Context: an optimization exercise on an open-source flow, tuned for small area, a short achievable clock period and few clock cycles per item. The choices shown serve that exercise and are no tape-out recipe. The RTL was checked by simulation tests, not by an equivalence proof against the original design. No activity file was given, so power comes from the tool's default toggle rates.

File: flow/config.mk
export PLATFORM = sky130hd
export DESIGN_NAME = ahb_lite_fir_filter
export DESIGN_NICKNAME = ahb_lite_fir_filter
export VERILOG_FILES = /design/flow/design.v
export SDC_FILE = /design/flow/constraint.sdc
export NUM_CORES = 4
export LEC_CHECK = 0
export CAP_MARGIN = 20
export CORE_MARGIN = 2
export CORE_UTILIZATION = 40
export SETUP_SLACK_MARGIN = 5
export SLEW_MARGIN = 20
File: flow/constraint.sdc
create_clock -name core_clock -period 11.0 [get_ports {clk}]
set_input_delay 2.2000 -clock core_clock [delete_from_list [all_inputs] [get_ports {clk}]]
set_output_delay 2.2000 -clock core_clock [all_outputs]
set_load 0.01 [all_outputs]
File: flow/design.v
module mul_csa (
  input  wire [15:0] x,
  input  wire [8:0]  one,
  input  wire [8:0]  two,
  input  wire [7:0]  neg,
  output wire [30:0] a,
  output wire [30:0] b
);
  wire pp0_0 = ((one[0] & x[0])) ^ neg[0];
  wire pp0_1 = ((one[0] & x[1]) | (two[0] & x[0])) ^ neg[0];
  wire pp0_2 = ((one[0] & x[2]) | (two[0] & x[1])) ^ neg[0];
  wire pp0_3 = ((one[0] & x[3]) | (two[0] & x[2])) ^ neg[0];
  wire pp0_4 = ((one[0] & x[4]) | (two[0] & x[3])) ^ neg[0];
  wire pp0_5 = ((one[0] & x[5]) | (two[0] & x[4])) ^ neg[0];
  wire pp0_6 = ((one[0] & x[6]) | (two[0] & x[5])) ^ neg[0];
  wire pp0_7 = ((one[0] & x[7]) | (two[0] & x[6])) ^ neg[0];
  wire pp0_8 = ((one[0] & x[8]) | (two[0] & x[7])) ^ neg[0];
  wire pp0_9 = ((one[0] & x[9]) | (two[0] & x[8])) ^ neg[0];
  wire pp0_10 = ((one[0] & x[10]) | (two[0] & x[9])) ^ neg[0];
  wire pp0_11 = ((one[0] & x[11]) | (two[0] & x[10])) ^ neg[0];
  wire pp0_12 = ((one[0] & x[12]) | (two[0] & x[11])) ^ neg[0];
  wire pp0_13 = ((one[0] & x[13]) | (two[0] & x[12])) ^ neg[0];
  wire pp0_14 = ((one[0] & x[14]) | (two[0] & x[13])) ^ neg[0];
  wire pp0_15 = ((one[0] & x[15]) | (two[0] & x[14])) ^ neg[0];
  wire pp0_16 = ((two[0] & x[15])) ^ neg[0];
  wire ns0 = ~neg[0];
  wire pp1_0 = ((one[1] & x[0])) ^ neg[1];
  wire pp1_1 = ((one[1] & x[1]) | (two[1] & x[0])) ^ neg[1];
  wire pp1_2 = ((one[1] & x[2]) | (two[1] & x[1])) ^ neg[1];
  wire pp1_3 = ((one[1] & x[3]) | (two[1] & x[2])) ^ neg[1];
  wire pp1_4 = ((one[1] & x[4]) | (two[1] & x[3])) ^ neg[1];
  wire pp1_5 = ((one[1] & x[5]) | (two[1] & x[4])) ^ neg[1];
  wire pp1_6 = ((one[1] & x[6]) | (two[1] & x[5])) ^ neg[1];
  wire pp1_7 = ((one[1] & x[7]) | (two[1] & x[6])) ^ neg[1];
  wire pp1_8 = ((one[1] & x[8]) | (two[1] & x[7])) ^ neg[1];
  wire pp1_9 = ((one[1] & x[9]) | (two[1] & x[8])) ^ neg[1];
  wire pp1_10 = ((one[1] & x[10]) | (two[1] & x[9])) ^ neg[1];
  wire pp1_11 = ((one[1] & x[11]) | (two[1] & x[10])) ^ neg[1];
  wire pp1_12 = ((one[1] & x[12]) | (two[1] & x[11])) ^ neg[1];
  wire pp1_13 = ((one[1] & x[13]) | (two[1] & x[12])) ^ neg[1];
  wire pp1_14 = ((one[1] & x[14]) | (two[1] & x[13])) ^ neg[1];
  wire pp1_15 = ((one[1] & x[15]) | (two[1] & x[14])) ^ neg[1];
  wire pp1_16 = ((two[1] & x[15])) ^ neg[1];
  wire ns1 = ~neg[1];
  wire pp2_0 = ((one[2] & x[0])) ^ neg[2];
  wire pp2_1 = ((one[2] & x[1]) | (two[2] & x[0])) ^ neg[2];
  wire pp2_2 = ((one[2] & x[2]) | (two[2] & x[1])) ^ neg[2];
  wire pp2_3 = ((one[2] & x[3]) | (two[2] & x[2])) ^ neg[2];
  wire pp2_4 = ((one[2] & x[4]) | (two[2] & x[3])) ^ neg[2];
  wire pp2_5 = ((one[2] & x[5]) | (two[2] & x[4])) ^ neg[2];
  wire pp2_6 = ((one[2] & x[6]) | (two[2] & x[5])) ^ neg[2];
  wire pp2_7 = ((one[2] & x[7]) | (two[2] & x[6])) ^ neg[2];
  wire pp2_8 = ((one[2] & x[8]) | (two[2] & x[7])) ^ neg[2];
  wire pp2_9 = ((one[2] & x[9]) | (two[2] & x[8])) ^ neg[2];
  wire pp2_10 = ((one[2] & x[10]) | (two[2] & x[9])) ^ neg[2];
  wire pp2_11 = ((one[2] & x[11]) | (two[2] & x[10])) ^ neg[2];
  wire pp2_12 = ((one[2] & x[12]) | (two[2] & x[11])) ^ neg[2];
  wire pp2_13 = ((one[2] & x[13]) | (two[2] & x[12])) ^ neg[2];
  wire pp2_14 = ((one[2] & x[14]) | (two[2] & x[13])) ^ neg[2];
  wire pp2_15 = ((one[2] & x[15]) | (two[2] & x[14])) ^ neg[2];
  wire pp2_16 = ((two[2] & x[15])) ^ neg[2];
  wire ns2 = ~neg[2];
  wire pp3_0 = ((one[3] & x[0])) ^ neg[3];
  wire pp3_1 = ((one[3] & x[1]) | (two[3] & x[0])) ^ neg[3];
  wire pp3_2 = ((one[3] & x[2]) | (two[3] & x[1])) ^ neg[3];
  wire pp3_3 = ((one[3] & x[3]) | (two[3] & x[2])) ^ neg[3];
  wire pp3_4 = ((one[3] & x[4]) | (two[3] & x[3])) ^ neg[3];
  wire pp3_5 = ((one[3] & x[5]) | (two[3] & x[4])) ^ neg[3];
  wire pp3_6 = ((one[3] & x[6]) | (two[3] & x[5])) ^ neg[3];
  wire pp3_7 = ((one[3] & x[7]) | (two[3] & x[6])) ^ neg[3];
  wire pp3_8 = ((one[3] & x[8]) | (two[3] & x[7])) ^ neg[3];
  wire pp3_9 = ((one[3] & x[9]) | (two[3] & x[8])) ^ neg[3];
  wire pp3_10 = ((one[3] & x[10]) | (two[3] & x[9])) ^ neg[3];
  wire pp3_11 = ((one[3] & x[11]) | (two[3] & x[10])) ^ neg[3];
  wire pp3_12 = ((one[3] & x[12]) | (two[3] & x[11])) ^ neg[3];
  wire pp3_13 = ((one[3] & x[13]) | (two[3] & x[12])) ^ neg[3];
  wire pp3_14 = ((one[3] & x[14]) | (two[3] & x[13])) ^ neg[3];
  wire pp3_15 = ((one[3] & x[15]) | (two[3] & x[14])) ^ neg[3];
  wire pp3_16 = ((two[3] & x[15])) ^ neg[3];
  wire ns3 = ~neg[3];
  wire pp4_0 = ((one[4] & x[0])) ^ neg[4];
  wire pp4_1 = ((one[4] & x[1]) | (two[4] & x[0])) ^ neg[4];
  wire pp4_2 = ((one[4] & x[2]) | (two[4] & x[1])) ^ neg[4];
  wire pp4_3 = ((one[4] & x[3]) | (two[4] & x[2])) ^ neg[4];
  wire pp4_4 = ((one[4] & x[4]) | (two[4] & x[3])) ^ neg[4];
  wire pp4_5 = ((one[4] & x[5]) | (two[4] & x[4])) ^ neg[4];
  wire pp4_6 = ((one[4] & x[6]) | (two[4] & x[5])) ^ neg[4];
  wire pp4_7 = ((one[4] & x[7]) | (two[4] & x[6])) ^ neg[4];
  wire pp4_8 = ((one[4] & x[8]) | (two[4] & x[7])) ^ neg[4];
  wire pp4_9 = ((one[4] & x[9]) | (two[4] & x[8])) ^ neg[4];
  wire pp4_10 = ((one[4] & x[10]) | (two[4] & x[9])) ^ neg[4];
  wire pp4_11 = ((one[4] & x[11]) | (two[4] & x[10])) ^ neg[4];
  wire pp4_12 = ((one[4] & x[12]) | (two[4] & x[11])) ^ neg[4];
  wire pp4_13 = ((one[4] & x[13]) | (two[4] & x[12])) ^ neg[4];
  wire pp4_14 = ((one[4] & x[14]) | (two[4] & x[13])) ^ neg[4];
  wire pp4_15 = ((one[4] & x[15]) | (two[4] & x[14])) ^ neg[4];
  wire pp4_16 = ((two[4] & x[15])) ^ neg[4];
  wire ns4 = ~neg[4];
  wire pp5_0 = ((one[5] & x[0])) ^ neg[5];
  wire pp5_1 = ((one[5] & x[1]) | (two[5] & x[0])) ^ neg[5];
  wire pp5_2 = ((one[5] & x[2]) | (two[5] & x[1])) ^ neg[5];
  wire pp5_3 = ((one[5] & x[3]) | (two[5] & x[2])) ^ neg[5];
  wire pp5_4 = ((one[5] & x[4]) | (two[5] & x[3])) ^ neg[5];
  wire pp5_5 = ((one[5] & x[5]) | (two[5] & x[4])) ^ neg[5];
  wire pp5_6 = ((one[5] & x[6]) | (two[5] & x[5])) ^ neg[5];
  wire pp5_7 = ((one[5] & x[7]) | (two[5] & x[6])) ^ neg[5];
  wire pp5_8 = ((one[5] & x[8]) | (two[5] & x[7])) ^ neg[5];
  wire pp5_9 = ((one[5] & x[9]) | (two[5] & x[8])) ^ neg[5];
  wire pp5_10 = ((one[5] & x[10]) | (two[5] & x[9])) ^ neg[5];
  wire pp5_11 = ((one[5] & x[11]) | (two[5] & x[10])) ^ neg[5];
  wire pp5_12 = ((one[5] & x[12]) | (two[5] & x[11])) ^ neg[5];
  wire pp5_13 = ((one[5] & x[13]) | (two[5] & x[12])) ^ neg[5];
  wire pp5_14 = ((one[5] & x[14]) | (two[5] & x[13])) ^ neg[5];
  wire pp5_15 = ((one[5] & x[15]) | (two[5] & x[14])) ^ neg[5];
  wire pp5_16 = ((two[5] & x[15])) ^ neg[5];
  wire ns5 = ~neg[5];
  wire pp6_0 = ((one[6] & x[0])) ^ neg[6];
  wire pp6_1 = ((one[6] & x[1]) | (two[6] & x[0])) ^ neg[6];
  wire pp6_2 = ((one[6] & x[2]) | (two[6] & x[1])) ^ neg[6];
  wire pp6_3 = ((one[6] & x[3]) | (two[6] & x[2])) ^ neg[6];
  wire pp6_4 = ((one[6] & x[4]) | (two[6] & x[3])) ^ neg[6];
  wire pp6_5 = ((one[6] & x[5]) | (two[6] & x[4])) ^ neg[6];
  wire pp6_6 = ((one[6] & x[6]) | (two[6] & x[5])) ^ neg[6];
  wire pp6_7 = ((one[6] & x[7]) | (two[6] & x[6])) ^ neg[6];
  wire pp6_8 = ((one[6] & x[8]) | (two[6] & x[7])) ^ neg[6];
  wire pp6_9 = ((one[6] & x[9]) | (two[6] & x[8])) ^ neg[6];
  wire pp6_10 = ((one[6] & x[10]) | (two[6] & x[9])) ^ neg[6];
  wire pp6_11 = ((one[6] & x[11]) | (two[6] & x[10])) ^ neg[6];
  wire pp6_12 = ((one[6] & x[12]) | (two[6] & x[11])) ^ neg[6];
  wire pp6_13 = ((one[6] & x[13]) | (two[6] & x[12])) ^ neg[6];
  wire pp6_14 = ((one[6] & x[14]) | (two[6] & x[13])) ^ neg[6];
  wire pp6_15 = ((one[6] & x[15]) | (two[6] & x[14])) ^ neg[6];
  wire pp6_16 = ((two[6] & x[15])) ^ neg[6];
  wire ns6 = ~neg[6];
  wire pp7_0 = ((one[7] & x[0])) ^ neg[7];
  wire pp7_1 = ((one[7] & x[1]) | (two[7] & x[0])) ^ neg[7];
  wire pp7_2 = ((one[7] & x[2]) | (two[7] & x[1])) ^ neg[7];
  wire pp7_3 = ((one[7] & x[3]) | (two[7] & x[2])) ^ neg[7];
  wire pp7_4 = ((one[7] & x[4]) | (two[7] & x[3])) ^ neg[7];
  wire pp7_5 = ((one[7] & x[5]) | (two[7] & x[4])) ^ neg[7];
  wire pp7_6 = ((one[7] & x[6]) | (two[7] & x[5])) ^ neg[7];
  wire pp7_7 = ((one[7] & x[7]) | (two[7] & x[6])) ^ neg[7];
  wire pp7_8 = ((one[7] & x[8]) | (two[7] & x[7])) ^ neg[7];
  wire pp7_9 = ((one[7] & x[9]) | (two[7] & x[8])) ^ neg[7];
  wire pp7_10 = ((one[7] & x[10]) | (two[7] & x[9])) ^ neg[7];
  wire pp7_11 = ((one[7] & x[11]) | (two[7] & x[10])) ^ neg[7];
  wire pp7_12 = ((one[7] & x[12]) | (two[7] & x[11])) ^ neg[7];
  wire pp7_13 = ((one[7] & x[13]) | (two[7] & x[12])) ^ neg[7];
  wire pp7_14 = ((one[7] & x[14]) | (two[7] & x[13])) ^ neg[7];
  wire pp7_15 = ((one[7] & x[15]) | (two[7] & x[14])) ^ neg[7];
  wire pp7_16 = ((two[7] & x[15])) ^ neg[7];
  wire ns7 = ~neg[7];
  wire pp8_0 = one[8] & x[0];
  wire pp8_1 = one[8] & x[1];
  wire pp8_2 = one[8] & x[2];
  wire pp8_3 = one[8] & x[3];
  wire pp8_4 = one[8] & x[4];
  wire pp8_5 = one[8] & x[5];
  wire pp8_6 = one[8] & x[6];
  wire pp8_7 = one[8] & x[7];
  wire pp8_8 = one[8] & x[8];
  wire pp8_9 = one[8] & x[9];
  wire pp8_10 = one[8] & x[10];
  wire pp8_11 = one[8] & x[11];
  wire pp8_12 = one[8] & x[12];
  wire pp8_13 = one[8] & x[13];
  wire pp8_14 = one[8] & x[14];
  wire pp8_15 = one[8] & x[15];
  wire s1 = pp0_10 ^ pp1_8;
  wire c2 = pp0_10 & pp1_8;
  wire s3 = pp0_11 ^ pp1_9;
  wire c4 = pp0_11 & pp1_9;
  wire s5 = pp0_12 ^ pp1_10 ^ pp2_8;
  wire c6 = (pp0_12 & pp1_10) | (pp2_8 & (pp0_12 ^ pp1_10));
  wire s7 = pp3_6 ^ pp4_4;
  wire c8 = pp3_6 & pp4_4;
  wire s9 = pp0_13 ^ pp1_11 ^ pp2_9;
  wire c10 = (pp0_13 & pp1_11) | (pp2_9 & (pp0_13 ^ pp1_11));
  wire s11 = pp3_7 ^ pp4_5;
  wire c12 = pp3_7 & pp4_5;
  wire s13 = pp0_14 ^ pp1_12 ^ pp2_10;
  wire c14 = (pp0_14 & pp1_12) | (pp2_10 & (pp0_14 ^ pp1_12));
  wire s15 = pp3_8 ^ pp4_6 ^ pp5_4;
  wire c16 = (pp3_8 & pp4_6) | (pp5_4 & (pp3_8 ^ pp4_6));
  wire s17 = pp6_2 ^ pp7_0;
  wire c18 = pp6_2 & pp7_0;
  wire s19 = pp0_15 ^ pp1_13 ^ pp2_11;
  wire c20 = (pp0_15 & pp1_13) | (pp2_11 & (pp0_15 ^ pp1_13));
  wire s21 = pp3_9 ^ pp4_7 ^ pp5_5;
  wire c22 = (pp3_9 & pp4_7) | (pp5_5 & (pp3_9 ^ pp4_7));
  wire s23 = pp6_3 ^ pp7_1;
  wire c24 = pp6_3 & pp7_1;
  wire s25 = pp0_16 ^ pp1_14 ^ pp2_12;
  wire c26 = (pp0_16 & pp1_14) | (pp2_12 & (pp0_16 ^ pp1_14));
  wire s27 = pp3_10 ^ pp4_8 ^ pp5_6;
  wire c28 = (pp3_10 & pp4_8) | (pp5_6 & (pp3_10 ^ pp4_8));
  wire s29 = pp6_4 ^ pp7_2 ^ pp8_0;
  wire c30 = (pp6_4 & pp7_2) | (pp8_0 & (pp6_4 ^ pp7_2));
  wire s31 = neg[0] ^ pp1_15 ^ pp2_13;
  wire c32 = (neg[0] & pp1_15) | (pp2_13 & (neg[0] ^ pp1_15));
  wire s33 = pp3_11 ^ pp4_9 ^ pp5_7;
  wire c34 = (pp3_11 & pp4_9) | (pp5_7 & (pp3_11 ^ pp4_9));
  wire s35 = pp6_5 ^ pp7_3 ^ pp8_1;
  wire c36 = (pp6_5 & pp7_3) | (pp8_1 & (pp6_5 ^ pp7_3));
  wire s37 = neg[0] ^ pp1_16 ^ pp2_14;
  wire c38 = (neg[0] & pp1_16) | (pp2_14 & (neg[0] ^ pp1_16));
  wire s39 = pp3_12 ^ pp4_10 ^ pp5_8;
  wire c40 = (pp3_12 & pp4_10) | (pp5_8 & (pp3_12 ^ pp4_10));
  wire s41 = pp6_6 ^ pp7_4 ^ pp8_2;
  wire c42 = (pp6_6 & pp7_4) | (pp8_2 & (pp6_6 ^ pp7_4));
  wire s43 = ns0 ^ ns1 ^ pp2_15;
  wire c44 = (ns0 & ns1) | (pp2_15 & (ns0 ^ ns1));
  wire s45 = pp3_13 ^ pp4_11 ^ pp5_9;
  wire c46 = (pp3_13 & pp4_11) | (pp5_9 & (pp3_13 ^ pp4_11));
  wire s47 = pp6_7 ^ pp7_5 ^ pp8_3;
  wire c48 = (pp6_7 & pp7_5) | (pp8_3 & (pp6_7 ^ pp7_5));
  wire s49 = 1'b1 ^ pp2_16 ^ pp3_14;
  wire c50 = (1'b1 & pp2_16) | (pp3_14 & (1'b1 ^ pp2_16));
  wire s51 = pp4_12 ^ pp5_10 ^ pp6_8;
  wire c52 = (pp4_12 & pp5_10) | (pp6_8 & (pp4_12 ^ pp5_10));
  wire s53 = pp7_6 ^ pp8_4;
  wire c54 = pp7_6 & pp8_4;
  wire s55 = ns2 ^ pp3_15 ^ pp4_13;
  wire c56 = (ns2 & pp3_15) | (pp4_13 & (ns2 ^ pp3_15));
  wire s57 = pp5_11 ^ pp6_9 ^ pp7_7;
  wire c58 = (pp5_11 & pp6_9) | (pp7_7 & (pp5_11 ^ pp6_9));
  wire s59 = 1'b1 ^ pp3_16 ^ pp4_14;
  wire c60 = (1'b1 & pp3_16) | (pp4_14 & (1'b1 ^ pp3_16));
  wire s61 = pp5_12 ^ pp6_10;
  wire c62 = pp5_12 & pp6_10;
  wire s63 = ns3 ^ pp4_15 ^ pp5_13;
  wire c64 = (ns3 & pp4_15) | (pp5_13 & (ns3 ^ pp4_15));
  wire s65 = 1'b1 ^ pp4_16;
  wire c66 = 1'b1 & pp4_16;
  wire s67 = pp0_6 ^ pp1_4;
  wire c68 = pp0_6 & pp1_4;
  wire s69 = pp0_7 ^ pp1_5;
  wire c70 = pp0_7 & pp1_5;
  wire s71 = pp0_8 ^ pp1_6 ^ pp2_4;
  wire c72 = (pp0_8 & pp1_6) | (pp2_4 & (pp0_8 ^ pp1_6));
  wire s73 = pp3_2 ^ pp4_0;
  wire c74 = pp3_2 & pp4_0;
  wire s75 = pp0_9 ^ pp1_7 ^ pp2_5;
  wire c76 = (pp0_9 & pp1_7) | (pp2_5 & (pp0_9 ^ pp1_7));
  wire s77 = pp3_3 ^ pp4_1;
  wire c78 = pp3_3 & pp4_1;
  wire s79 = pp2_6 ^ pp3_4 ^ pp4_2;
  wire c80 = (pp2_6 & pp3_4) | (pp4_2 & (pp2_6 ^ pp3_4));
  wire s81 = pp5_0 ^ neg[5] ^ s1;
  wire c82 = (pp5_0 & neg[5]) | (s1 & (pp5_0 ^ neg[5]));
  wire s83 = pp2_7 ^ pp3_5 ^ pp4_3;
  wire c84 = (pp2_7 & pp3_5) | (pp4_3 & (pp2_7 ^ pp3_5));
  wire s85 = pp5_1 ^ c2 ^ s3;
  wire c86 = (pp5_1 & c2) | (s3 & (pp5_1 ^ c2));
  wire s87 = pp5_2 ^ pp6_0 ^ neg[6];
  wire c88 = (pp5_2 & pp6_0) | (neg[6] & (pp5_2 ^ pp6_0));
  wire s89 = c4 ^ s5 ^ s7;
  wire c90 = (c4 & s5) | (s7 & (c4 ^ s5));
  wire s91 = pp5_3 ^ pp6_1 ^ c6;
  wire c92 = (pp5_3 & pp6_1) | (c6 & (pp5_3 ^ pp6_1));
  wire s93 = c8 ^ s9 ^ s11;
  wire c94 = (c8 & s9) | (s11 & (c8 ^ s9));
  wire s95 = neg[7] ^ c10 ^ c12;
  wire c96 = (neg[7] & c10) | (c12 & (neg[7] ^ c10));
  wire s97 = s13 ^ s15 ^ s17;
  wire c98 = (s13 & s15) | (s17 & (s13 ^ s15));
  wire s99 = c14 ^ c16 ^ c18;
  wire c100 = (c14 & c16) | (c18 & (c14 ^ c16));
  wire s101 = s19 ^ s21 ^ s23;
  wire c102 = (s19 & s21) | (s23 & (s19 ^ s21));
  wire s103 = c20 ^ c22 ^ c24;
  wire c104 = (c20 & c22) | (c24 & (c20 ^ c22));
  wire s105 = s25 ^ s27 ^ s29;
  wire c106 = (s25 & s27) | (s29 & (s25 ^ s27));
  wire s107 = c26 ^ c28 ^ c30;
  wire c108 = (c26 & c28) | (c30 & (c26 ^ c28));
  wire s109 = s31 ^ s33 ^ s35;
  wire c110 = (s31 & s33) | (s35 & (s31 ^ s33));
  wire s111 = c32 ^ c34 ^ c36;
  wire c112 = (c32 & c34) | (c36 & (c32 ^ c34));
  wire s113 = s37 ^ s39 ^ s41;
  wire c114 = (s37 & s39) | (s41 & (s37 ^ s39));
  wire s115 = c38 ^ c40 ^ c42;
  wire c116 = (c38 & c40) | (c42 & (c38 ^ c40));
  wire s117 = s43 ^ s45 ^ s47;
  wire c118 = (s43 & s45) | (s47 & (s43 ^ s45));
  wire s119 = c44 ^ c46 ^ c48;
  wire c120 = (c44 & c46) | (c48 & (c44 ^ c46));
  wire s121 = s49 ^ s51 ^ s53;
  wire c122 = (s49 & s51) | (s53 & (s49 ^ s51));
  wire s123 = pp8_5 ^ c50 ^ c52;
  wire c124 = (pp8_5 & c50) | (c52 & (pp8_5 ^ c50));
  wire s125 = c54 ^ s55 ^ s57;
  wire c126 = (c54 & s55) | (s57 & (c54 ^ s55));
  wire s127 = pp7_8 ^ pp8_6 ^ c56;
  wire c128 = (pp7_8 & pp8_6) | (c56 & (pp7_8 ^ pp8_6));
  wire s129 = c58 ^ s59 ^ s61;
  wire c130 = (c58 & s59) | (s61 & (c58 ^ s59));
  wire s131 = pp6_11 ^ pp7_9 ^ pp8_7;
  wire c132 = (pp6_11 & pp7_9) | (pp8_7 & (pp6_11 ^ pp7_9));
  wire s133 = c60 ^ c62 ^ s63;
  wire c134 = (c60 & c62) | (s63 & (c60 ^ c62));
  wire s135 = pp5_14 ^ pp6_12 ^ pp7_10;
  wire c136 = (pp5_14 & pp6_12) | (pp7_10 & (pp5_14 ^ pp6_12));
  wire s137 = pp8_8 ^ c64 ^ s65;
  wire c138 = (pp8_8 & c64) | (s65 & (pp8_8 ^ c64));
  wire s139 = ns4 ^ pp5_15 ^ pp6_13;
  wire c140 = (ns4 & pp5_15) | (pp6_13 & (ns4 ^ pp5_15));
  wire s141 = pp7_11 ^ pp8_9 ^ c66;
  wire c142 = (pp7_11 & pp8_9) | (c66 & (pp7_11 ^ pp8_9));
  wire s143 = 1'b1 ^ pp5_16 ^ pp6_14;
  wire c144 = (1'b1 & pp5_16) | (pp6_14 & (1'b1 ^ pp5_16));
  wire s145 = pp7_12 ^ pp8_10;
  wire c146 = pp7_12 & pp8_10;
  wire s147 = ns5 ^ pp6_15 ^ pp7_13;
  wire c148 = (ns5 & pp6_15) | (pp7_13 & (ns5 ^ pp6_15));
  wire s149 = 1'b1 ^ pp6_16;
  wire c150 = 1'b1 & pp6_16;
  wire s151 = pp0_4 ^ pp1_2;
  wire c152 = pp0_4 & pp1_2;
  wire s153 = pp0_5 ^ pp1_3;
  wire c154 = pp0_5 & pp1_3;
  wire s155 = pp2_2 ^ pp3_0 ^ neg[3];
  wire c156 = (pp2_2 & pp3_0) | (neg[3] & (pp2_2 ^ pp3_0));
  wire s157 = pp2_3 ^ pp3_1 ^ c68;
  wire c158 = (pp2_3 & pp3_1) | (c68 & (pp2_3 ^ pp3_1));
  wire s159 = neg[4] ^ c70 ^ s71;
  wire c160 = (neg[4] & c70) | (s71 & (neg[4] ^ c70));
  wire s161 = c72 ^ c74 ^ s75;
  wire c162 = (c72 & c74) | (s75 & (c72 ^ c74));
  wire s163 = c76 ^ c78 ^ s79;
  wire c164 = (c76 & c78) | (s79 & (c76 ^ c78));
  wire s165 = c80 ^ c82 ^ s83;
  wire c166 = (c80 & c82) | (s83 & (c80 ^ c82));
  wire s167 = c84 ^ c86 ^ s87;
  wire c168 = (c84 & c86) | (s87 & (c84 ^ c86));
  wire s169 = c88 ^ c90 ^ s91;
  wire c170 = (c88 & c90) | (s91 & (c88 ^ c90));
  wire s171 = c92 ^ c94 ^ s95;
  wire c172 = (c92 & c94) | (s95 & (c92 ^ c94));
  wire s173 = c96 ^ c98 ^ s99;
  wire c174 = (c96 & c98) | (s99 & (c96 ^ c98));
  wire s175 = c100 ^ c102 ^ s103;
  wire c176 = (c100 & c102) | (s103 & (c100 ^ c102));
  wire s177 = c104 ^ c106 ^ s107;
  wire c178 = (c104 & c106) | (s107 & (c104 ^ c106));
  wire s179 = c108 ^ c110 ^ s111;
  wire c180 = (c108 & c110) | (s111 & (c108 ^ c110));
  wire s181 = c112 ^ c114 ^ s115;
  wire c182 = (c112 & c114) | (s115 & (c112 ^ c114));
  wire s183 = c116 ^ c118 ^ s119;
  wire c184 = (c116 & c118) | (s119 & (c116 ^ c118));
  wire s185 = c120 ^ c122 ^ s123;
  wire c186 = (c120 & c122) | (s123 & (c120 ^ c122));
  wire s187 = c124 ^ c126 ^ s127;
  wire c188 = (c124 & c126) | (s127 & (c124 ^ c126));
  wire s189 = c128 ^ c130 ^ s131;
  wire c190 = (c128 & c130) | (s131 & (c128 ^ c130));
  wire s191 = c132 ^ c134 ^ s135;
  wire c192 = (c132 & c134) | (s135 & (c132 ^ c134));
  wire s193 = c136 ^ c138 ^ s139;
  wire c194 = (c136 & c138) | (s139 & (c136 ^ c138));
  wire s195 = c140 ^ c142 ^ s143;
  wire c196 = (c140 & c142) | (s143 & (c140 ^ c142));
  wire s197 = pp8_11 ^ c144 ^ c146;
  wire c198 = (pp8_11 & c144) | (c146 & (pp8_11 ^ c144));
  wire s199 = pp7_14 ^ pp8_12 ^ c148;
  wire c200 = (pp7_14 & pp8_12) | (c148 & (pp7_14 ^ pp8_12));
  wire s201 = ns6 ^ pp7_15 ^ pp8_13;
  wire c202 = (ns6 & pp7_15) | (pp8_13 & (ns6 ^ pp7_15));
  wire s203 = 1'b1 ^ pp7_16;
  wire c204 = 1'b1 & pp7_16;
  wire s205 = pp0_2 ^ pp1_0;
  wire c206 = pp0_2 & pp1_0;
  wire s207 = pp0_3 ^ pp1_1;
  wire c208 = pp0_3 & pp1_1;
  wire s209 = pp2_0 ^ neg[2] ^ s151;
  wire c210 = (pp2_0 & neg[2]) | (s151 & (pp2_0 ^ neg[2]));
  wire s211 = pp2_1 ^ c152 ^ s153;
  wire c212 = (pp2_1 & c152) | (s153 & (pp2_1 ^ c152));
  wire s213 = s67 ^ c154 ^ s155;
  wire c214 = (s67 & c154) | (s155 & (s67 ^ c154));
  wire s215 = s69 ^ c156 ^ s157;
  wire c216 = (s69 & c156) | (s157 & (s69 ^ c156));
  wire s217 = s73 ^ c158 ^ s159;
  wire c218 = (s73 & c158) | (s159 & (s73 ^ c158));
  wire s219 = s77 ^ c160 ^ s161;
  wire c220 = (s77 & c160) | (s161 & (s77 ^ c160));
  wire s221 = s81 ^ c162 ^ s163;
  wire c222 = (s81 & c162) | (s163 & (s81 ^ c162));
  wire s223 = s85 ^ c164 ^ s165;
  wire c224 = (s85 & c164) | (s165 & (s85 ^ c164));
  wire s225 = s89 ^ c166 ^ s167;
  wire c226 = (s89 & c166) | (s167 & (s89 ^ c166));
  wire s227 = s93 ^ c168 ^ s169;
  wire c228 = (s93 & c168) | (s169 & (s93 ^ c168));
  wire s229 = s97 ^ c170 ^ s171;
  wire c230 = (s97 & c170) | (s171 & (s97 ^ c170));
  wire s231 = s101 ^ c172 ^ s173;
  wire c232 = (s101 & c172) | (s173 & (s101 ^ c172));
  wire s233 = s105 ^ c174 ^ s175;
  wire c234 = (s105 & c174) | (s175 & (s105 ^ c174));
  wire s235 = s109 ^ c176 ^ s177;
  wire c236 = (s109 & c176) | (s177 & (s109 ^ c176));
  wire s237 = s113 ^ c178 ^ s179;
  wire c238 = (s113 & c178) | (s179 & (s113 ^ c178));
  wire s239 = s117 ^ c180 ^ s181;
  wire c240 = (s117 & c180) | (s181 & (s117 ^ c180));
  wire s241 = s121 ^ c182 ^ s183;
  wire c242 = (s121 & c182) | (s183 & (s121 ^ c182));
  wire s243 = s125 ^ c184 ^ s185;
  wire c244 = (s125 & c184) | (s185 & (s125 ^ c184));
  wire s245 = s129 ^ c186 ^ s187;
  wire c246 = (s129 & c186) | (s187 & (s129 ^ c186));
  wire s247 = s133 ^ c188 ^ s189;
  wire c248 = (s133 & c188) | (s189 & (s133 ^ c188));
  wire s249 = s137 ^ c190 ^ s191;
  wire c250 = (s137 & c190) | (s191 & (s137 ^ c190));
  wire s251 = s141 ^ c192 ^ s193;
  wire c252 = (s141 & c192) | (s193 & (s141 ^ c192));
  wire s253 = s145 ^ c194 ^ s195;
  wire c254 = (s145 & c194) | (s195 & (s145 ^ c194));
  wire s255 = s147 ^ c196 ^ s197;
  wire c256 = (s147 & c196) | (s197 & (s147 ^ c196));
  wire s257 = s149 ^ c198 ^ s199;
  wire c258 = (s149 & c198) | (s199 & (s149 ^ c198));
  wire s259 = c150 ^ c200 ^ s201;
  wire c260 = (c150 & c200) | (s201 & (c150 ^ c200));
  wire s261 = pp8_14 ^ c202 ^ s203;
  wire c262 = (pp8_14 & c202) | (s203 & (pp8_14 ^ c202));
  assign a[0] = pp0_0;
  assign b[0] = neg[0];
  assign a[1] = pp0_1;
  assign b[1] = 1'b0;
  assign a[2] = neg[1];
  assign b[2] = s205;
  assign a[3] = c206;
  assign b[3] = s207;
  assign a[4] = c208;
  assign b[4] = s209;
  assign a[5] = c210;
  assign b[5] = s211;
  assign a[6] = c212;
  assign b[6] = s213;
  assign a[7] = c214;
  assign b[7] = s215;
  assign a[8] = c216;
  assign b[8] = s217;
  assign a[9] = c218;
  assign b[9] = s219;
  assign a[10] = c220;
  assign b[10] = s221;
  assign a[11] = c222;
  assign b[11] = s223;
  assign a[12] = c224;
  assign b[12] = s225;
  assign a[13] = c226;
  assign b[13] = s227;
  assign a[14] = c228;
  assign b[14] = s229;
  assign a[15] = c230;
  assign b[15] = s231;
  assign a[16] = c232;
  assign b[16] = s233;
  assign a[17] = c234;
  assign b[17] = s235;
  assign a[18] = c236;
  assign b[18] = s237;
  assign a[19] = c238;
  assign b[19] = s239;
  assign a[20] = c240;
  assign b[20] = s241;
  assign a[21] = c242;
  assign b[21] = s243;
  assign a[22] = c244;
  assign b[22] = s245;
  assign a[23] = c246;
  assign b[23] = s247;
  assign a[24] = c248;
  assign b[24] = s249;
  assign a[25] = c250;
  assign b[25] = s251;
  assign a[26] = c252;
  assign b[26] = s253;
  assign a[27] = c254;
  assign b[27] = s255;
  assign a[28] = c256;
  assign b[28] = s257;
  assign a[29] = c258;
  assign b[29] = s259;
  assign a[30] = c260;
  assign b[30] = s261;
endmodule
module booth_enc (
    input  wire [15:0] c,
    output wire [8:0]  one,
    output wire [8:0]  two,
    output wire [7:0]  neg
);
    wire [18:0] ce = {2'b00, c, 1'b0};
    genvar j;
    generate
        for (j = 0; j < 9; j = j + 1) begin : g
            wire b2 = ce[2*j+2];
            wire b1 = ce[2*j+1];
            wire b0 = ce[2*j];
            assign one[j] = b1 ^ b0;
            assign two[j] = (b2 & ~b1 & ~b0) | (~b2 & b1 & b0);
            if (j < 8) begin : gn
                assign neg[j] = b2;
            end
        end
    endgenerate
endmodule
module ahb_lite_fir_filter (
    input  wire        clk,
    input  wire        n_rst,
    input  wire        hsel,
    input  wire [3:0]  haddr,
    input  wire        hsize,
    input  wire [1:0]  htrans,
    input  wire        hwrite,
    input  wire [15:0] hwdata,
    output reg  [15:0] hrdata,
    output reg         hresp
);
    wire xfer = hsel & (htrans != 2'b00);
    always @(*) begin
        hresp = 1'b0;
        if (xfer) begin
            if (hwrite) hresp = (haddr[3:2] == 2'b00) | (haddr == 4'd15);
            else        hresp = (haddr == 4'd15);
        end
    end
    wire wr_ok    = xfer & hwrite & (haddr[3:2] != 2'b00) & (haddr != 4'd15);
    wire s_wr_nx  = wr_ok & (haddr[3:1] == 3'd2);
    reg        wv;           
    reg        hw_lo;        
    reg        hw_hi;
    reg [3:0]  wa;
    reg        ws;
    reg [3:0]  ra;           
    reg        rs;
    always @(posedge clk, negedge n_rst) begin
        if (!n_rst) begin
            wv <= 1'b0; hw_lo <= 1'b0; hw_hi <= 1'b0;
        end else begin
            wv    <= wr_ok;
            hw_lo <= s_wr_nx & (hsize | ~haddr[0]);
            hw_hi <= s_wr_nx & (hsize | haddr[0]);
        end
    end
    always @(posedge clk) begin
        wa <= haddr;
        ws <= hsize;
        ra <= haddr;
        rs <= hsize;
    end
    wire w_lo  = ws | ~wa[0];
    wire w_hi  = ws | wa[0];
    wire s_wr  = hw_lo | hw_hi;                        
    wire ld    = wv & (wa == 4'd14) & hwdata[0];       
    wire [3:0] f_wr;
    assign f_wr[0] = wv & (wa[3:1] == 3'd3);
    assign f_wr[1] = wv & (wa[3:1] == 3'd4);
    assign f_wr[2] = wv & (wa[3:1] == 3'd5);
    assign f_wr[3] = wv & (wa[3:1] == 3'd6);
    reg [15:0] F0, F1, F2, F3;       
    reg [15:0] C0, C1, C2, C3;       
    reg [15:0] S, H1, H2;            
    reg [15:0] result;
    reg        err;
    always @(posedge clk, negedge n_rst) begin
        if (!n_rst) begin
            F0 <= 16'd0; F1 <= 16'd0; F2 <= 16'd0; F3 <= 16'd0;
        end else begin
            if (f_wr[0] & w_lo) F0[7:0]  <= hwdata[7:0];
            if (f_wr[0] & w_hi) F0[15:8] <= hwdata[15:8];
            if (f_wr[1] & w_lo) F1[7:0]  <= hwdata[7:0];
            if (f_wr[1] & w_hi) F1[15:8] <= hwdata[15:8];
            if (f_wr[2] & w_lo) F2[7:0]  <= hwdata[7:0];
            if (f_wr[2] & w_hi) F2[15:8] <= hwdata[15:8];
            if (f_wr[3] & w_lo) F3[7:0]  <= hwdata[7:0];
            if (f_wr[3] & w_hi) F3[15:8] <= hwdata[15:8];
        end
    end
    always @(posedge clk, negedge n_rst) begin
        if (!n_rst) begin
            C0 <= 16'd0; C1 <= 16'd0; C2 <= 16'd0; C3 <= 16'd0;
        end else if (ld) begin
            C0 <= F0; C1 <= F1; C2 <= F2; C3 <= F3;
        end
    end
    localparam J_IDLE = 3'd0, J_L3 = 3'd1, J_L2 = 3'd2, J_W2 = 3'd3, J_T1 = 3'd4;
    localparam T_NONE = 3'd0, T_P0 = 3'd5, T_L3 = 3'd1, T_L2 = 3'd2, T_W2 = 3'd3, T_T1 = 3'd4;
    reg        pend;         
    reg        acc_ok;       
    reg [2:0]  jq;           
    reg        shifted;      
    reg        msh;          
    reg [1:0]  mbk;          
    reg [2:0]  tag;          
    reg [2:0]  mop;          
    reg        sx_s, sx_h1, sx_h2;           
    reg        sc0, sc1, sc2, sc3;           
    reg [17:0] ACC;          
    reg [15:0] M3;           
    wire complete_now = pend & acc_ok & (tag == T_P0);
    wire step = (mop != T_P0);
    wire [15:0] xo = ({16{sx_s}} & S) | ({16{sx_h1}} & H1) | ({16{sx_h2}} & H2);
    wire [15:0] ca = ({16{sc0}} & C0) | ({16{sc1}} & C1) | ({16{sc2}} & C2) | ({16{sc3}} & C3);
    wire [15:0] xa = {hw_hi ? hwdata[15:8] : xo[15:8], hw_lo ? hwdata[7:0] : xo[7:0]};
    wire [8:0] a_one, a_two;
    wire [7:0] a_neg;
    booth_enc ENCA (.c(ca), .one(a_one), .two(a_two), .neg(a_neg));
    wire [30:0] ma_a, ma_b;
    mul_csa MA (.x(xa), .one(a_one), .two(a_two), .neg(a_neg), .a(ma_a), .b(ma_b));
    reg [30:0] pa, pb;
    always @(posedge clk) begin
        pa <= ma_a;
        pb <= ma_b;
    end
    wire [31:0] U   = {1'b0, pa} + {1'b0, pb};
    wire [15:0] T   = U[30:15];
    wire        w   = U[31];
    wire [15:0] lo  = {1'b0, pa[14:0]} + {1'b0, pb[14:0]};
    wire        cin = lo[15];
    wire [15:0] ph  = pa[30:15];
    wire [15:0] qh  = pb[30:15];
    wire [15:0] nk  = ~ACC[15:0];
    wire [16:0] sv  = {1'b0, ph ^ qh ^ nk};
    wire [16:0] cv  = {(ph & qh) | (ph & nk) | (qh & nk), 1'b0};
    wire [18:0] R2  = {1'b0, sv, cin} + {1'b0, cv, 1'b1};
    wire [17:0] R   = R2[18:1];
    wire ovf3  = ~ACC[17] & ACC[16];
    wire err4  = ACC[17] & (w ? R[17] : (R[17] | R[16]));
    wire err_n = ovf3 | err4;
    wire        a_sub = (tag == T_P0) | (tag == T_L2) | (tag == T_W2);
    wire [17:0] a_op  = (tag == T_W2) ? {2'b00, M3} : (tag == T_L3) ? 18'd0 : ACC;
    wire [18:0] a_s2  = {a_op, 1'b1} + {{2'b00, T} ^ {18{a_sub}}, a_sub};
    wire [17:0] a_sum = a_s2[18:1];
    wire [17:0] nacc4 = {2'b00, T} - ACC;
    wire [15:0] res_n = a_sum[17] ? nacc4[15:0] : a_sum[15:0];
    wire        mb_act = (mbk != 2'd3);
    wire [15:0] xm = msh ? H2 : H1;
    reg  [2:0]  mneg, mone, mtwo;    
    wire [16:0] mg0 = ({17{mone[0]}} & {1'b0, xm}) | ({17{mtwo[0]}} & {xm, 1'b0});
    wire [16:0] mg1 = ({17{mone[1]}} & {1'b0, xm}) | ({17{mtwo[1]}} & {xm, 1'b0});
    wire [16:0] mg2 = ({17{mone[2]}} & {1'b0, xm}) | ({17{mtwo[2]}} & {xm, 1'b0});
    reg         mbp;                 
    reg  [20:0] mbacc;
    wire [26:0] r0 = {{8{mneg[0]}}, mg0 ^ {17{mneg[0]}}, 1'b0, (mbk != 2'd0) & mbp};
    wire [26:0] r1 = {{6{mneg[1]}}, mg1 ^ {17{mneg[1]}}, 1'b0, mneg[0], 2'b00};
    wire [26:0] r2 = {{4{mneg[2]}}, mg2 ^ {17{mneg[2]}}, 1'b0, mneg[1], 4'b0000};
    wire [26:0] r3 = (mbk == 2'd0) ? 27'd0 : {{6{mbacc[20]}}, mbacc};
    wire [26:0] k1s = r0 ^ r1 ^ r2;
    wire [26:0] k1c = {((r0 & r1) | (r0 & r2) | (r1 & r2)), 1'b0};
    wire [26:0] k2s = k1s ^ k1c ^ r3;
    wire [26:0] k2c = {((k1s & k1c) | (k1s & r3) | (k1c & r3)), 1'b0};
    wire [26:0] mbsum = k2s + k2c;
    always @(posedge clk) begin
        if (mb_act) begin
            mbacc <= mbsum[26:6];
            mbp   <= mneg[2];
        end
        if (mb_act && mbk == 2'd2) M3 <= mbsum[20:5];
        if (tag == T_L3 || tag == T_L2 || tag == T_W2 || tag == T_T1) ACC <= a_sum;
    end
    reg [2:0] jq_n;
    always @(*) begin
        if (ld)        jq_n = J_L3;
        else if (step) jq_n = (mop == T_L3) ? J_L2 : (mop == T_T1) ? J_IDLE : J_T1;
        else           jq_n = complete_now ? J_W2 : jq;
    end
    wire [2:0] tag_n    = ld ? T_NONE : mop;
    wire       pend_n   = s_wr | (pend & ~complete_now);
    wire       acc_ok_n = ~ld & ~complete_now & (acc_ok | (tag == T_T1));
    wire       shift_n  = ~ld & ~complete_now & (shifted | s_wr);
    wire [1:0] mbk_n    = (ld | complete_now) ? 2'd0 : (mbk == 2'd3) ? 2'd3 : mbk + 2'd1;
    wire       cpl_nx = pend_n & acc_ok_n & (tag_n == T_P0);
    wire [2:0] jq_nx  = cpl_nx ? J_W2 : jq_n;
    wire       sh_nx  = shift_n & ~cpl_nx;
    reg  [2:0] mop_n;
    always @(*) begin
        if (s_wr_nx) mop_n = T_P0;
        else case (jq_nx)
            J_L3:    mop_n = T_L3;
            J_L2:    mop_n = T_L2;
            J_W2:    mop_n = T_W2;
            J_T1:    mop_n = T_T1;
            default: mop_n = T_P0;
        endcase
    end
    wire [15:0] c3_n = ld ? F3 : C3;
    wire [18:0] c3e  = {2'b00, c3_n, 1'b0};
    reg  [6:0]  cw;
    always @(*) begin
        case (mbk_n)
            2'd0:    cw = c3e[6:0];
            2'd1:    cw = c3e[12:6];
            default: cw = c3e[18:12];
        endcase
    end
    reg [2:0] mneg_n, mone_n, mtwo_n;
    integer q;
    always @(*) begin
        for (q = 0; q < 3; q = q + 1) begin
            mone_n[q] = cw[2*q+1] ^ cw[2*q];
            mtwo_n[q] = (cw[2*q+2] & ~cw[2*q+1] & ~cw[2*q]) | (~cw[2*q+2] & cw[2*q+1] & cw[2*q]);
            mneg_n[q] = cw[2*q+2];
        end
    end
    always @(posedge clk, negedge n_rst) begin
        if (!n_rst) begin
            mone <= 3'd0; mtwo <= 3'd0; mneg <= 3'd0;
        end else begin
            mone <= mone_n; mtwo <= mtwo_n; mneg <= mneg_n;
        end
    end
    always @(posedge clk, negedge n_rst) begin
        if (!n_rst) begin
            S <= 16'd0; H1 <= 16'd0; H2 <= 16'd0;
            result <= 16'd0; err <= 1'b0;
            pend <= 1'b0; acc_ok <= 1'b0;
            jq <= J_L3; shifted <= 1'b0; msh <= 1'b0; mbk <= 2'd0; tag <= T_NONE;
            mop <= T_L3;
            sx_s <= 1'b0; sx_h1 <= 1'b0; sx_h2 <= 1'b1;
            sc0 <= 1'b0; sc1 <= 1'b0; sc2 <= 1'b0; sc3 <= 1'b1;
        end else begin
            if (s_wr) begin
                S  <= xa;
                H1 <= S;
                H2 <= H1;
            end
            if (complete_now) begin
                err <= err_n;
                result <= res_n;
            end
            if (ld) err <= 1'b0;
            pend    <= pend_n;
            acc_ok  <= acc_ok_n;
            jq      <= jq_n;
            shifted <= shift_n;
            msh     <= ~ld & ~complete_now & (msh | s_wr);
            mbk     <= mbk_n;
            tag     <= tag_n;
            mop     <= mop_n;
            sx_s    <= (mop_n == T_P0) | ((mop_n == T_T1) & ~sh_nx);
            sx_h1   <= ((mop_n == T_T1) & sh_nx) | (((mop_n == T_L2) | (mop_n == T_W2)) & ~sh_nx);
            sx_h2   <= (mop_n == T_L3) | (((mop_n == T_L2) | (mop_n == T_W2)) & sh_nx);
            sc0     <= (mop_n == T_P0);
            sc1     <= (mop_n == T_T1);
            sc2     <= (mop_n == T_L2) | (mop_n == T_W2);
            sc3     <= (mop_n == T_L3);
        end
    end
    wire busy_o = pend & ~complete_now;
    wire err_o  = complete_now ? err_n : err;
    reg [15:0] rv;
    always @(*) begin
        case (ra[3:1])
            3'd0:    rv = {7'd0, err_o, 7'd0, busy_o};
            3'd1:    rv = result;
            3'd2:    rv = S;
            3'd3:    rv = F0;
            3'd4:    rv = F1;
            3'd5:    rv = F2;
            3'd6:    rv = F3;
            default: rv = 16'd0;
        endcase
        hrdata[15:8] = (rs | ra[0])  ? rv[15:8] : 8'd0;
        hrdata[7:0]  = (rs | ~ra[0]) ? rv[7:0]  : 8'd0;
    end
endmodule
File: flow/run.sh
#!/bin/bash
# synth_recipe.tcl (not shown) runs the flow's synth.tcl, then flattens the netlist and writes it again
# the make line also repeats each setting of config.mk as NAME=value (left out here)
make -C /OpenROAD-flow-scripts/flow DESIGN_CONFIG=/design/flow/config.mk WORK_HOME=/design/flow/orfs CLKGATE_MAP_FILE= SYNTH_SCRIPT=/design/flow/synth_recipe.tcl finish
==> results.txt <==
-- timing repair --
action,CTS,global route
endpoints found under the setup margin,17,9
cloned,0,0
pin swaps,23,14
setup buffers,11,2
gates resized for setup,42,18
-- final timing paths --
path,endpoint,slack [ns]
worst max-delay path,hrdata[8],4.97
worst min-delay path,C2[5]$_DFFE_PN0P_,0.48
worst max register to register,pb[17]$_DFF_P_,5.24
worst min register to register,C2[5]$_DFFE_PN0P_,0.48
max in group asynchronous,msh$_DFF_PN0_,7.08
min in group asynchronous,F1[0]$_DFFE_PN0P_,1.61
-- cells by family after synthesis --
logic type	Yosys count	share of synthesized area, %
AOI/OAI and AO/OA	887	20.6
buffers and inverters	525	7.24
muxes	188	7.42
DFF	349	31.4
adders and majority gates	283	17.1
xor gates and xnor gates	142	4.54
and+or+nand+nor	753	11.7
-- cell usage in the layout, fill, tap and decap left out, types with 20 or more instances in the layout --
cell type and n:
nand2_1 433, inv_1 292, dfrtp_1 222, a21oi_1 200, o21ai_0 182, fa_1 159, nor2_1 140, mux2_2 133
ha_1 115, xnor2_1 114, a22oi_1 113, o22ai_1 104, buf_4 67, dfxtp_1 64, edfxtp_1 56, o221ai_1 47
mux2i_1 45, nand3_1 43, clkbuf_16 42, clkdlybuf4s50_1 41, a31oi_1 40, a221oi_1 30, nor3_1 28, xor2_1 26
a21o_1 24, o211ai_1 20, o21ai_1 20
-- final cells by class --
class	count	area [um2]
antenna	1	2.50
clock inverter	16	196
timing repair buffer	110	933
tap	931	1160
clock buffer	57	1160
fill	6639	38000
sequential	349	8690
inverter	298	1120
multi-input combinational	2253	17400
-- tightest hold or removal path, cell delays in order (launching register included) --
cell and delay [ns]:
dfrtp_1 0.34, nand2_1 0.05, nand2_1 0.06
-- per-layer routing --
metal  vias to the layer above  wire length (um)  global-route usage [%]
met3                       211              6760                    4.47
met5                         -                 0                       0
met4                         0              4820                    12.4
met2                      1063             38900                    37.1
li1                      10800                 -                       -
met1                     11200             37200                    33.2
-- sequential cells by signal (all words and copies together) (netlist names), 18 cells and up --
signal and count:
pb 30, ACC 18, pa 31, mbacc 21
-- through the flow --
step / total power (W) / util [%]
6_report: 0.0103 / 44.7
5_1_grt: 0.0111 / 44.7
4_1_cts: 0.0102 / 44.4
3_5_place_dp: 0.00862 / 42.1
3_3_place_gp: 0.00858 / 42.1
2_1_floorplan: 0.00687 / -
-- power by group through the flow --
| stage | registers (W) | clock network [W] | logic [W] |
|---|---|---|---|
| 6_report | 0.00224 | 0.00138 | 0.00671 |
| 5_1_grt | 0.00228 | 0.00146 | 0.00739 |
| 3_3_place_gp | 0.00225 | 0 | 0.00632 |
| 2_1_floorplan | 0.00203 | 0 | 0.00484 |
| 4_1_cts | 0.00223 | 0.00141 | 0.00653 |
| 3_5_place_dp | 0.00226 | 0 | 0.00637 |
==> impl_metrics.csv <==
group,metric,value,unit
floorplan,initial_core_util,40.3,%
placed_design,dp_hpwl,63900,um
worst_setup_path,max_stage_delay,0.44,ns
pwr,pwr-share-seq,21.7,%
worst_setup_path,worstPathCellList,"ha_1, and4_4, a2111oi_4, buf_4, nor4_2, o41ai_2, buf_4, nand3_1, o211ai_1, nand2b_4, o2111ai_4, a2111o_1, a21oi_2, buf_2",
drt,vias_per_cell,5.79,
timing,setup_slack,4.97,ns
yosys,synth_top_area_share,20.2,%
cts,htree_levels,2,
status,outcome,"timing/DRC/antenna clean",
placed_design,post-place-ws,4.32,ns
yosys,synth_async_sr_flop_share,65.0,%
timing,maxSlewViolCount,0,
placed_design,place_area,28900,um2
cts,holdBufCountCts,0,
yosys,synth_cell_type_count,89,
global_route,antenna_found_initial,1,
yosys,synthTopCellsByArea,"dfrtp_1 (20%), fa_1 (12%), edfxtp_1 (6.1%)",
timing,tightest_slew,1.09,ns
worst_setup_path,crit_buf_inv,3,
pwr,p_leak,13.3,nW
min_path,whs_path_depth,2,
timing,finalSetupViolCount,0,
placed_design,portBuffers,43,
cts,numCtsBuffers,40,
global_route,grt_max_degree,86,
cts,cts_tree,"built",
pwr,power_density,338,nW/um2
worst_setup_path,cp_common_cell,"buf_4",
timing,skew,0.0452,ns
yosys,ys_top_cells_by_count,"nand2_1 (435), inv_1 (293), dfrtp_1 (223), a21oi_1 (206), clkbuf_1 (204)",
cts,clock_latency,0.60,ns
drt,vias,23300,
timing,hold_viol,0,
cells_and_area,drive_above_1_share,11.2,%
timing,max_freq,166,MHz
cts,cts_sinks,349,
drt,initialDrtViolationCount,2359,
yosys,seq_area_frac_synth,31.4,%
global_route,grt_pass1_vias,21800,
floorplan,rows,96,
pwr,peakVddDrop,0.000235,V
drt,post_drt_wl_per_cell,21.8,um
worst_setup_path,crit_family,"compound AO/OA/AOI/OAI gates",
worst_setup_path,cp.arrival,3.83,ns
worst_setup_path,cpMaxStageDelayCell,"a2111o_1",
yosys,syn_avg_cell_area,8.85,um2
worst_setup_path,critPathLaunchType,"flop",
yosys,synth.cell_area,27700,um2
pwr,switching_power,0.00508,W
global_route,grt_remaining_overflow,0,
timing,max_slew_margin,27.4,%
cells_and_area,syn_to_final_growth,10.7,%
timing,holdWs,0.476,ns
worst_setup_path,crit_type,"flop to primary output",
drt,drt_wl_total,87700,um
cells_and_area,final_area,30600,um2
drt,detail-route-antenna-nets,0,
yosys,synth_area_leader_cell,"dfrtp_1",
pwr,p_comb_share,64.9,%
pwr,p_int,0.00526,W
floorplan,fp.dieH,267,um
yosys,yosysMostFrequentCell,"nand2_1",
yosys,synth_seq_cells,349,
drt,drt_first_pass_iters,8,
worst_setup_path,reg2reg_from,"sc3$_DFF_PN1_",
flow_run,maxCapViolCount,0,
yosys,synth_nets,3437,
worst_setup_path,r2r_cells,14,
min_path,min_path_type,"flop to flop",
yosys,syn_inst,3127,
pwr,swShare,49.1,%
timing,grt_setup_unrepaired,"true",
timing,fin_setup_tns,0,ns
cells_and_area,finalNonFillerCells,4015,
yosys,ys_warn_count,1,
timing,fin_crit_sh,54.9,%
worst_setup_path,cp_num_cells,14,
worst_setup_path,startpoint,"pa[5]$_DFF_P_",
worst_setup_path,worstPathRequired,8.80,ns
pwr,clkPwrFrac,13.4,%
yosys,ys.flop_type,"dfrtp_1",
floorplan,dieArea,71300,um2
worst_setup_path,crit_path_end_kind,"primary output",
placed_design,dpl.cell_count,3928,
floorplan,io_pins,44,
cells_and_area,num-nets-final,3362,
cts,clockRootBuffer,"clkbuf_16",
timing,period_needed,6.03,ns
cts,clk_path_buf_depth,3,
cts,cts.clk_slew.worst_paths,0.06,ns
min_path,hold_path_startpoint,"C2[5]$_DFFE_PN0P_",
placed_design,gp_congestion,0.935,
yosys,synth-edff-count,56,
global_route,grt_first_pass_wirelength,133000,um
global_route,grtUsageTotal,24.4,%
floorplan,die_x,267,um
worst_setup_path,crit_fanout,2,
drt,drcViolationCount,0,
floorplan,coreArea,68600,um2
Testbench counts, summed over its fixed seeds: cycles 4,880, samples 1,600.

-- what the ideal ports hide --
No port has a modelled driver above. Below, the same layout with a new extraction and two added sets of constraints.
Step 1 (the two cells are an assumption about what drives the block):
set clk [get_ports {clk}]
set_driving_cell -lib_cell sky130_fd_sc_hd__clkbuf_16 $clk
set_driving_cell -lib_cell sky130_fd_sc_hd__buf_2 [delete_from_list [all_inputs] $clk]
Step 2 moves the port delays by t, midway between the first and last clock arrival at a register: inputs arrive t later, outputs are due t later. That takes back most of the time a late clock gives input paths.
Slacks: ideal / step 1 / step 2; pairs: ideal / step 1.
t (ns): 0.642
setup WS [ns]: 4.966 / 4.903 / 4.462
hold slack, ns: 0.476 / 0.476 / 0.476
cell pins on the clock port's net: 1
After both steps this run still meets setup and hold. The setup slack of this run moves by -0.063 ns with the drivers and by -0.504 ns with both steps.
